What follows belongs to an exercise in optimizing a design on an open flow for small area; a production flow would make more cautious choices.
No run shown here included a check of the RTL's function; only the layout flow was run.
Power and IR drop assume default switching activity.

==> flow/design.v (outline; a module is shown in full before it is edited, if it fits) <==
// module top_coldstorage: 2620 lines
module top_coldstorage(clk, rst_n, led_fan, led_hum, sda_lcd_in, sda_lcd_oe, scl_lcd, rx, tx);
  // ...
==> flow/run.sh <==
#!/bin/bash
# synth_recipe.tcl (not shown) runs the flow's synth.tcl, then flattens the netlist and writes it again
# the make line also repeats each setting of config.mk as NAME=value (left out here)
make -C /OpenROAD-flow-scripts/flow DESIGN_CONFIG=/design/flow/config.mk WORK_HOME=/design/flow/orfs CLKGATE_MAP_FILE= SYNTH_SCRIPT=/design/flow/synth_recipe.tcl finish
==> flow/config.mk <==
export PLATFORM = sky130hd
export DESIGN_NAME = top_coldstorage
export DESIGN_NICKNAME = top_coldstorage
export VERILOG_FILES = /design/flow/design.v
export SDC_FILE = /design/flow/constraint.sdc
export NUM_CORES = 4
export LEC_CHECK = 0
export ABC_AREA = 1
export CAP_MARGIN = 20
export CORE_MARGIN = 2
export CORE_UTILIZATION = 80
export CTS_BUF_LIST = sky130_fd_sc_hd__clkbuf_4 sky130_fd_sc_hd__clkbuf_8
export PLACE_DENSITY = 0.85
export SLEW_MARGIN = 20
==> flow/constraint.sdc <==
create_clock -name core_clock -period 10.0 [get_ports {clk}]
set_input_delay 2.0000 -clock core_clock [delete_from_list [all_inputs] [get_ports {clk}]]
set_output_delay 2.0000 -clock core_clock [all_outputs]
set_load 0.01 [all_outputs]
==> results list, run 1 <==
- In the synthesized netlist the dominant register cell turns out to be sky130_fd_sc_hd__dfrtp_1.
- In the final layout, flip-flops and latches occupy 0.004705 mm2.
- Max-slew headroom: 28.36%
- Detail Placement HPWL: 15610 um
* Fraction of power spent switching nets: 28.42%
- The worst setup path is of the flop to output port kind.
- In this run, the number of DRC markers left after iteration 0 of detailed routing was 1263.
* Largest register by flop count: dcnt
- Leak Pwr: 4.563 nW
- There are 185 flip-flops and latches.
- Layout fillers: 560
- Of all nets on the critical path, the largest fanout is 2.
- The register with the most flip-flops in the layout has 22 of them.
- Sum of met2 wire segment lengths after detailed routing: 11830 um
- Ant. Diodes: 0
* Share of Yosys cell area claimed by the top area cell type: 20.00%
- The critical path contains buffers and inverters numbering 2 combined.
- Non-Clock Inverter Count: 180
* Post-synth design cell area: 0.009258 mm2
- Layout cells sized above 1: 10.83%
- Total count of hold-check failures in the final report: 0
* Result of the run: complete, no violations
* First-pass GRT wire length: 40100 um
* Area growth from synthesis to layout: 6.271%
- Hold repair after CTS inserted 0 buffers.
- Top class by area: registers
* Via count: 8237
- In the routed layout, each cell is associated on average with a via count of 6.395.
- Syn Inst Count: 1119
- Reg-to-Reg Start: cmd_pulse
- Measured in cells, the most critical reg-to-reg path has a length of 9.
* TritonCTS clock tree: done
* Worst Skew: 0.02302 ns
- Slew @ Worst Pin: 1.065 ns
- Largest cells by area after synthesis: sky130_fd_sc_hd__dfrtp_1 (20%), sky130_fd_sc_hd__edfxtp_1 (12%), sky130_fd_sc_hd__dfstp_2 (11%), sky130_fd_sc_hd__nand2_1 (9.0%), sky130_fd_sc_hd__dfxtp_1 (7.1%)
- The finished layout holds 1288 standard cells, fillers aside.
- Post-route total power: 1.520 mW
* Cell types with the highest counts after synthesis: sky130_fd_sc_hd__nand2_1 (223), sky130_fd_sc_hd__inv_1 (173), sky130_fd_sc_hd__nor2_1 (135)
- Signal buffers: 10
* Final Instance Area: 0.009838 mm2
- Routing usage on met2: 67.72%
- The congestion estimate from routability-driven global placement came to 1.052.
- Across the VDD grid, the largest voltage drop is 165.2 uV.
==> run 2, diff against run 1 <==
--- a/flow/config.mk
+++ b/flow/config.mk
@@ -9,6 +9,6 @@
 export CAP_MARGIN = 20
 export CORE_MARGIN = 2
 export CORE_UTILIZATION = 80
-export CTS_BUF_LIST = sky130_fd_sc_hd__clkbuf_4 sky130_fd_sc_hd__clkbuf_8
+export CTS_BUF_LIST = sky130_fd_sc_hd__clkbuf_8
 export PLACE_DENSITY = 0.85
 export SLEW_MARGIN = 20
==> results list, run 2 <==
- Result of the run: complete, no violations (unchanged)
* Effective utilization at floorplan: 81.42% (unchanged)
- The library cell with the highest instance count after synthesis is sky130_fd_sc_hd__nand2_1 (unchanged).
- The insertion delay to the later sink of the worst-skew pair is 0.48 ns (about the same).
- Post-route total power: 1.507 mW (was 1.520 mW)
- The switching component of the power was 0.4268 mW (was 0.4319 mW).
- Worst Skew: 0.02119 ns (was 0.02302 ns)
- Seq/Total Area, Yosys: 50.82% (unchanged)
* Maximum VDD drop: 179.5 uV (was 165.2 uV)
* Worst Setup Slack post-DPL: 6.633 ns (unchanged)
- The number of routed nets with antenna violations was 0 (unchanged).
* Post-DR wirelength/cell: 18.99 um (was 18.55 um)
- The share of the cycle needed by the critical path after routing came to 36.54% (was 36.52%).
- Die Width: 111.6 um (unchanged)
* Post-CTS Setup Repair Bufs: 0 (unchanged)
* Category of the critical setup timing path: flop to output port (unchanged)
- The TritonCTS sink count is 185 (unchanged).
- The total count of max-transition violations in the final report is 0 (unchanged).
* Largest registers: dcnt: 22 flops, tmr: 20 flops, ic: 19 flops (unchanged)
- The combinational group share of total power came to 11.4% (was 11.5%).
* Placed cells: 1256 (unchanged)
* Final Instance Area: 0.009831 mm2 (was 0.009838 mm2)
- The total wire length was 24460 um (was 23890 um).
- The ratio of cells with drive above 1 in the final layout is 10.66% (was 10.83%).
* Max-slew headroom: 28.72% (was 28.36%)
- The number of primary I/O pins was 9 (unchanged).
* Row count: 39 (unchanged)
* PortBufs: 8 (unchanged)
- The largest register by flop count is dcnt (unchanged).
- Layout net count: 1163 (unchanged)
- Slew @ Worst Pin: 1.059 ns (was 1.065 ns)
* Required time at the endpoint of the critical path: 8.00 ns (about the same)
- Power per cell area: 153.3 mW/mm2 (was 154.5 mW/mm2)
* Post-DR vias/cell: 6.466 (was 6.395)
- The proportion of power drawn by the clock network came to 33.2% (was 33.4%).
- Final standard cell utilization of the core: 86.46% (was 86.53%)
- Cell at the root of the clock tree: sky130_fd_sc_hd__clkbuf_8 (unchanged)
- Max Fclk: 273.7 MHz (was 273.8 MHz)
- Share of Yosys cell area claimed by the top area cell type: 20.00% (unchanged)
- Cell types with the highest counts after synthesis: sky130_fd_sc_hd__nand2_1 (223), sky130_fd_sc_hd__inv_1 (173), sky130_fd_sc_hd__nor2_1 (135) (unchanged).
* Area growth from synthesis to layout: 6.190% (was 6.271%)
* Proportion of register bits with asynchronous set or reset after synthesis: 61.62% (unchanged)
- R2r worst-path depth: 9 (unchanged)
* Count of routing violations after the opening detailed-route iteration: 1276 (was 1263)
* Critical Path Slowest Stage Cell: sky130_fd_sc_hd__dfstp_2 (unchanged)
- The number of buffers created by CTS is 17 (unchanged).
* Final-report setup violation count: 0 (unchanged)
- First-pass GRT wire length: 40730 um (was 40100 um)
- TritonCTS clock tree: done (unchanged)
* Top library cells by usage in the layout, fill and taps aside: sky130_fd_sc_hd__nand2_1 (223), sky130_fd_sc_hd__inv_1 (175), sky130_fd_sc_hd__nor2_1 (134), sky130_fd_sc_hd__o21ai_0 (79) (was sky130_fd_sc_hd__nand2_1 (223), sky130_fd_sc_hd__inv_1 (173), sky130_fd_sc_hd__nor2_1 (134), sky130_fd_sc_hd__o21ai_0 (79))
* Hold Worst Slack: 0.4403 ns (was 0.4454 ns)
- Area after DPL: 0.009444 mm2 (unchanged)
* Final GP Congestion: 1.052 (unchanged)
- Post-layout min period: 3.654 ns (was 3.652 ns)
- The maximum fanout along the worst path is 2 (unchanged).
* Number of maximum-capacitance violations: 0 (unchanged)
* Resize count post-CTS: 0 (unchanged)
- Share of power burned in registers: 55.4% (was 55.1%)
* Number of H-tree levels: 4 (unchanged)
- Via count: 8328 (was 8237)
- Internal power: 1.081 mW (was 1.088 mW)
* Core area: 0.01137 mm2 (unchanged)
* Syn Inst Count: 1119 (unchanged)
- The clock tree buffer depth came to 2 (unchanged).
- Flip-flop count of the largest register, all copies and words added: 22 (unchanged)
- Cts-stage hold buffer count: 0 (unchanged)
- The total number of yosys warnings came to 1 (unchanged).
- Count of different cell masters after synthesis: 51 (unchanged)
- Worst min path class: flop to flop (unchanged)
* Post-synthesis area per instance: 8.273 um2 (unchanged)
* Fraction of power spent switching nets: 28.31% (was 28.42%)
- The maximum number of pins on one net before global-route repair was 88 (unchanged).
* Antenna violations before repair: 0 (unchanged)
- List of cells traversed by the critical path: inv_1 -> nor2_1 -> clkdlybuf4s50_1 (unchanged).
- The HPWL after detailed placement was 15610 um (unchanged).
- Synthesis-stage register bit count: 185 (unchanged)
- Overall Global Routing Usage: 41.57% (was 40.82%)
- Startpoint kind of the worst setup timing path: flop (unchanged)
- The final-layout setup total negative slack came to 0 ns (unchanged).
- Longest individual stage delay on the worst path: 0.54 ns (about the same)
- Leak Pwr: 4.564 nW (was 4.563 nW)
* Main synth FF type: sky130_fd_sc_hd__dfrtp_1 (unchanged)
- The clock transition at the register clock pins on the worst setup and hold paths after CTS was 0.10 ns (about the same).
* Global route total overflow: 0 (unchanged)
- Yosys top cell by area: sky130_fd_sc_hd__dfrtp_1 (unchanged)
- Number of stages on the worst hold path: 2 (unchanged)
- WP data arrival: 1.65 ns (about the same)
- Post-synth design cell area: 0.009258 mm2 (unchanged)
* Die area: 0.01245 mm2 (unchanged)
- The number of diodes is 0 (unchanged).
- Type of destination of the critical path: output port (unchanged)
- The non-filler instance count after layout came to 1288 (unchanged).
- Setup repair after global routing missed its margin: no (unchanged).
- The count of TritonRoute iterations in the first routing pass came to 7 (was 6).
- Via count of the first global-routing pass: 8193 (was 8126)
- Total count of hold-check failures in the final report: 0 (unchanged)
* Net count after synthesis: 1150 (unchanged)
- The number of synthesized flops with an enable pin was 38 (unchanged).
- Most frequent standard cell in the layout excluding fill and tap cells: sky130_fd_sc_hd__nand2_1 (unchanged)
- The final worst slack was 6.347 ns (was 6.348 ns).
* Largest cells by area after synthesis: sky130_fd_sc_hd__dfrtp_1 (20%), sky130_fd_sc_hd__edfxtp_1 (12%), sky130_fd_sc_hd__dfstp_2 (11%), sky130_fd_sc_hd__nand2_1 (9.0%), sky130_fd_sc_hd__dfxtp_1 (7.1%) (unchanged)
* DRC violations left: 0 (unchanged)
- Die boundary height: 111.6 um (unchanged)
==> run 2: cell types whose count changed in the layout (fill, tap and decap cells not counted), sizes merged <==
cell    change
inv         +2
clkbuf      -2
==> run 2: power groups by stage <==
stage	Sequential (mW)	Clock [mW]	Combinational (mW)
6_report	0.836	0.500	0.172
5_1_grt	0.840	0.522	0.194
3_3_place_gp	0.847	0	0.159
4_1_cts	0.834	0.494	0.168
2_1_floorplan	0.841	0	0.121
3_5_place_dp	0.849	0	0.165
==> run 2: kinds of logic after synthesis <==
| group | share of synthesized area [%] |
|---|---|
| XOR/XNOR | 0.1892 |
| adder cells (fa/ha/maj) | 3.649 |
| AO/OA/AOI/OAI | 10.56 |
| multiplexers | 0.6081 |
| flip-flops | 50.82 |
| AND/OR/NAND/NOR | 25.94 |
| buffers and inverters | 8.244 |
==> run 2: cell type report <==
cell class / instances / area, um2
clock buffers: 19 / 261.5
clock inverters: 13 / 121.4
fillers: 573 / 1539
inverters: 180 / 675.6
multi-input cells: 738 / 3792
flip-flops and latches: 185 / 4705
well taps: 143 / 178.9
repair buffers: 10 / 96.34
==> run 2: layer usage <==
layer / GRT usage [%] / vias up / part of all wire, %
li1: - / 3711 / -
met1: 51.84 / 3849 / 36
met2: 66.75 / 602 / 48
met3: 8.819 / 166 / 8.8
met4: 26.58 / 0 / 6.7
met5: 0 / - / 0
==> run 2: final timing paths <==
path / start / to / slack, ns
worst max-delay path: sda_en / sda_lcd_oe / 6.35
worst min-delay path: rcc[2] / rcc[3] / 0.44
worst max register to register: rbi[3] / c_v0[2] / 7.35
worst min register to register: rcc[2] / rcc[3] / 0.44
max in group asynchronous: rst_n / mode[0] / 7.46
min in group asynchronous: rst_n / ic[3] / 1.43
==> run 2: critical path: cells and delay by family, from the launching register on <==
kind / cells / cell delay, ns
buffers and inverters: 2 / 0.57
flip-flops: 1 / 0.54
AND/OR/NAND/NOR: 1 / 0.07
==> run 3, diff against run 2 <==
==> flow/flow/run.sh (new file) <==
#!/bin/bash
# Own layout flow: the standard flow (standard synthesis, floorplan, power
# grid, placement, routing, finish) with clock-tree synthesis run without
# dummy loads, so the clock tree holds only the buffers that drive the flops.
set -euo pipefail
bash standard.sh \
  "CTS_ARGS=-sink_clustering_enable -repair_clock_nets -dont_use_dummy_load -buf_list sky130_fd_sc_hd__clkbuf_8" \
  finish > flow_standard.log 2>&1
==> flow/standard.sh (new file) <==
#!/bin/bash
# synth_recipe.tcl (not shown) runs the flow's synth.tcl, then flattens the netlist and writes it again
# the make line also repeats each setting of config.mk as NAME=value (left out here)
make -C /OpenROAD-flow-scripts/flow DESIGN_CONFIG=/design/flow/config.mk WORK_HOME=/design/flow/orfs CLKGATE_MAP_FILE= SYNTH_SCRIPT=/design/flow/synth_recipe.tcl "${@:-finish}"
removed: flow/run.sh
==> results list, run 3 <==
* Result of the run: complete, no violations (unchanged)
- The top cell type's share of synthesized area came to 20.00% (unchanged).
* Post-DR vias/cell: 6.316 (was 6.466)
* Worst min path class: flop to flop (unchanged)
- The horizontal die dimension was 111.6 um (unchanged).
* Post-DR wirelength/cell: 17.67 um (was 18.99 um)
- Top Ports: 9 (unchanged)
- Count of different cell masters after synthesis: 51 (unchanged)
- Start point of the critical path: sda_en (unchanged)
* Max-slew headroom: 30.39% (was 28.72%)
- Antenna violations before repair: 0 (unchanged)
- Slew @ Worst Pin: 1.035 ns (was 1.059 ns)
* TritonCTS clock tree: done (unchanged)
* Area growth from synthesis to layout: 4.582% (was 6.190%)
* Most frequent standard cell in the layout excluding fill and tap cells: sky130_fd_sc_hd__nand2_1 (unchanged)
- Required time at the endpoint of the critical path: 8.00 ns (about the same)
- The worst-case clock skew was 0.03014 ns (was 0.02119 ns).
- The count of cells along the worst register-to-register path came to 9 (unchanged).
- The row count is 39 (unchanged).
- Cts-stage hold buffer count: 0 (unchanged)
- The sequential share of the synthesized area is 50.82% (unchanged).
- The area of the mapped netlist was 0.009258 mm2 (unchanged).
* Setup WS post-layout: 6.382 ns (was 6.347 ns)
* Power per cell area: 143.3 mW/mm2 (was 153.3 mW/mm2)
- FF-to-FF End: cH[1] (was c_v0[2])
* Proportion of register bits with asynchronous set or reset after synthesis: 61.62% (unchanged)
- The number of flip-flops and latches in the synthesized netlist came to 185 (unchanged).
* Setup repair after global routing missed its margin: no (unchanged)
- Setup slack of the most critical reg-to-reg path: 7.43 ns (was 7.35 ns)
* PortBufs: 8 (unchanged)
* Most frequent cell after synthesis: sky130_fd_sc_hd__nand2_1 (unchanged)
- The kind of end point of the critical path is an output port (unchanged).
- Via count: 8040 (was 8328)
* Number of buffers on the longest clock path: 2 (unchanged)
- Maximum VDD drop: 144.1 uV (was 179.5 uV)
- Layout cells sized above 1: 9.735% (was 10.66%)
- The starting density of the core was 81.42% (unchanged).
- The weighted congestion reported at the end of routability-driven placement came to 1.052 (unchanged).
- Leak Pwr: 4.485 nW (was 4.564 nW)
* Clock transition at the register clock pins on the worst setup and hold paths after CTS: 0.09 ns (was 0.10 ns)
- The DRC violation count after routing was 0 (unchanged).
- Ant. Diodes: 0 (unchanged)
- The TritonCTS sink count came to 185 (unchanged).
* Share of the clock period used by the worst path: 36.18% (was 36.54%)
* Die boundary height: 111.6 um (unchanged)
* First-pass GRT wire length: 38320 um (was 40730 um)
* Capture point of the worst path: sda_lcd_oe (unchanged)
- Top library cells by usage in the layout, fill and taps aside: sky130_fd_sc_hd__nand2_1 (223), sky130_fd_sc_hd__inv_1 (173), sky130_fd_sc_hd__nor2_1 (134), sky130_fd_sc_hd__o21ai_0 (79) (was sky130_fd_sc_hd__nand2_1 (223), sky130_fd_sc_hd__inv_1 (175), sky130_fd_sc_hd__nor2_1 (134), sky130_fd_sc_hd__o21ai_0 (79))
* Cell at the root of the clock tree: sky130_fd_sc_hd__clkbuf_8 (unchanged)
- The residual overflow from global routing was 0 (unchanged).
* Layout net count: 1163 (unchanged)
* Max-slew violation count: 0 (unchanged)
* Post-synthesis area per instance: 8.273 um2 (unchanged)
- Flip-flop count of the largest register, all copies and words added: 22 (unchanged)
* Yosys top cell by area: sky130_fd_sc_hd__dfrtp_1 (unchanged)
* Post-layout min period: 3.618 ns (was 3.654 ns)
* Syn Inst Count: 1119 (unchanged)
* Max Fclk: 276.4 MHz (was 273.7 MHz)
* Highest fanout seen on the critical path: 2 (unchanged)
- Detail Placement HPWL: 15610 um (unchanged)
- Clock buffer count from CTS: 17 (unchanged)
* Clock network latency to the later pin of the worst-skew pair: 0.48 ns (about the same)
- The element type at the critical path start was a flop (unchanged).
* Net count after synthesis: 1150 (unchanged)
- Worst Setup Slack post-DPL: 6.633 ns (unchanged)
- The max-cap check violation count was 0 (unchanged).
- Remaining number of nets flagged by the antenna check after routing: 0 (unchanged)
- Largest cells by area after synthesis: sky130_fd_sc_hd__dfrtp_1 (20%), sky130_fd_sc_hd__edfxtp_1 (12%), sky130_fd_sc_hd__dfstp_2 (11%), sky130_fd_sc_hd__nand2_1 (9.0%), sky130_fd_sc_hd__dfxtp_1 (7.1%) (unchanged)
- The buffer count from post-CTS setup fixing was 0 (unchanged).
- The number of DRC markers in iteration 0 came to 1095 (was 1276).
* Overall Global Routing Usage: 38.66% (was 41.57%)
- Main synth FF type: sky130_fd_sc_hd__dfrtp_1 (unchanged)
- Total Wirelength: 22490 um (was 24460 um)
- The count of TritonRoute iterations in the first routing pass was 6 (was 7).
* Final-report setup violation count: 0 (unchanged)
- Final standard cell utilization of the core: 85.15% (was 86.46%)
- The number of gates resized after CTS came to 0 (unchanged).
* Largest register by flop count: dcnt (unchanged)
- The total number of H-tree levels was 4 (unchanged).
* Hold Crit Start: rcc[1] (was rcc[2])
* Cell types with the highest counts after synthesis: sky130_fd_sc_hd__nand2_1 (223), sky130_fd_sc_hd__inv_1 (173), sky130_fd_sc_hd__nor2_1 (135) (unchanged)
- The total number of yosys warnings came to 1 (unchanged).
- Largest registers: dcnt: 22 flops, tmr: 20 flops, ic: 19 flops (unchanged).
* Core area: 0.01137 mm2 (unchanged)
- The final-layout setup total negative slack came to 0 ns (unchanged).
* Number of synthesized flops with an enable pin: 38 (unchanged)
- Die area: 0.01245 mm2 (unchanged)
- WP data arrival: 1.62 ns (was 1.65 ns)
- The number of global-route vias before repair came to 7979 (was 8193).
- The type of the worst setup path was flop to output port (unchanged).
- Reg-to-Reg Start: cmd_pulse (was rbi[3])
* Total count of hold-check failures in the final report: 0 (unchanged)
- Maximum number of pins on one net before global-route repair: 88 (unchanged)
==> run 3: cell counts after synthesis <==
No cell type changed its count.
==> run 3: cell families (layout without fill, tap and decap cells) <==
| group | count (synthesis) | after routing | synth area share [%] |
|---|---|---|---|
| DFF | 185 | 185 | 50.82 |
| buffers and inverters | 196 | 207 | 8.244 |
| muxes | 5 | 5 | 0.6081 |
| xor gates and xnor gates | 2 | 2 | 0.1892 |
| and+or+nand+nor | 531 | 531 | 25.94 |
| AOI/OAI and AO/OA | 173 | 173 | 10.56 |
| adders and majority gates | 27 | 27 | 3.649 |
==> run 3: stage by stage <==
stage | instances | area (um2) | power [mW] | hold WS, ns
2_1_floorplan | 1119 | 9258 | 0.9613 | 0.4084
3_3_place_gp | 1256 | 9444 | 1.006 | 0.4132
3_5_place_dp | 1256 | 9444 | 1.014 | 0.4227
4_1_cts | 1273 | 9678 | 1.383 | 0.4367
5_1_grt | 1273 | 9682 | 1.442 | 0.4607
6_report | 1273 | 9682 | 1.387 | 0.4370
==> run 3: power breakdown <==
group | internal (mW) | total [mW] | switching, mW
Combinational | 0.0602 | 0.168 | 0.108
Sequential | 0.807 | 0.836 | 0.0283
Clock | 0.150 | 0.383 | 0.233
Total | 1.02 | 1.39 | 0.370
==> run 3: worst min path at each step <==
stage	endpoint	slack, ns	cells past startpoint
after floorplan	rcc[2]	0.41	2
after global placement	rcc[2]	0.41	2
after detailed placement	rcc[3]	0.42	2
after CTS	rcc[3]	0.44	2
after global routing	rcc[2]	0.46	2
final	rcc[2]	0.44	2
==> run 3: routing by layer <==
layer / vias to the layer above / track usage, % / wire length [um]
li1: 3698 / - / -
met1: 3748 / 48.58 / 8627
met2: 485 / 64.47 / 11110
met3: 109 / 7.676 / 1683
met4: 0 / 19.84 / 1070
met5: - / 0 / 0
==> run 3: cell type report <==
class	instances	area, um2
timing repair buffer	10	96.34
sequential	185	4705
inverter	180	675.6
clock buffer	17	234.0
multi-input combinational	738	3792
tap	143	178.9
fill	609	1688
==> run 3: critical path, cell delays in order, from the launching register on <==
cell	delay, ns
sky130_fd_sc_hd__dfstp_2	0.53
sky130_fd_sc_hd__inv_1	0.04
sky130_fd_sc_hd__nor2_1	0.07
sky130_fd_sc_hd__clkdlybuf4s50_1	0.53

==> afterwards: timing with drivers on the ports <==
Ports are ideal in the flow. The routed layouts listed here were re-timed in OpenROAD.
Step 1 sets driving cells, clkbuf_16 on the clock port and buf_2 on the other inputs (assumed; they add their load-dependent delay and slew).
Step 2 also shifts input and output timing later by t, the mid clock arrival at the registers, as if the neighbouring blocks saw the same clock.
a / b / c = ideal / step 1 / step 2; a / b = the first two.
| run | t (ns) | setup WS [ns] | latest minus earliest clock arrival (ns) |
|---|---|---|---|
| run 1 | 0.514 | 6.348 / 6.307 / 6.822 | 0.024 / 0.023 |
| run 2 | 0.510 | 6.347 / 6.306 / 6.816 | 0.021 / 0.022 |
| run 3 | 0.496 | 6.382 / 6.345 / 6.842 | 0.032 / 0.033 |
After both steps every run listed still meets setup and hold.
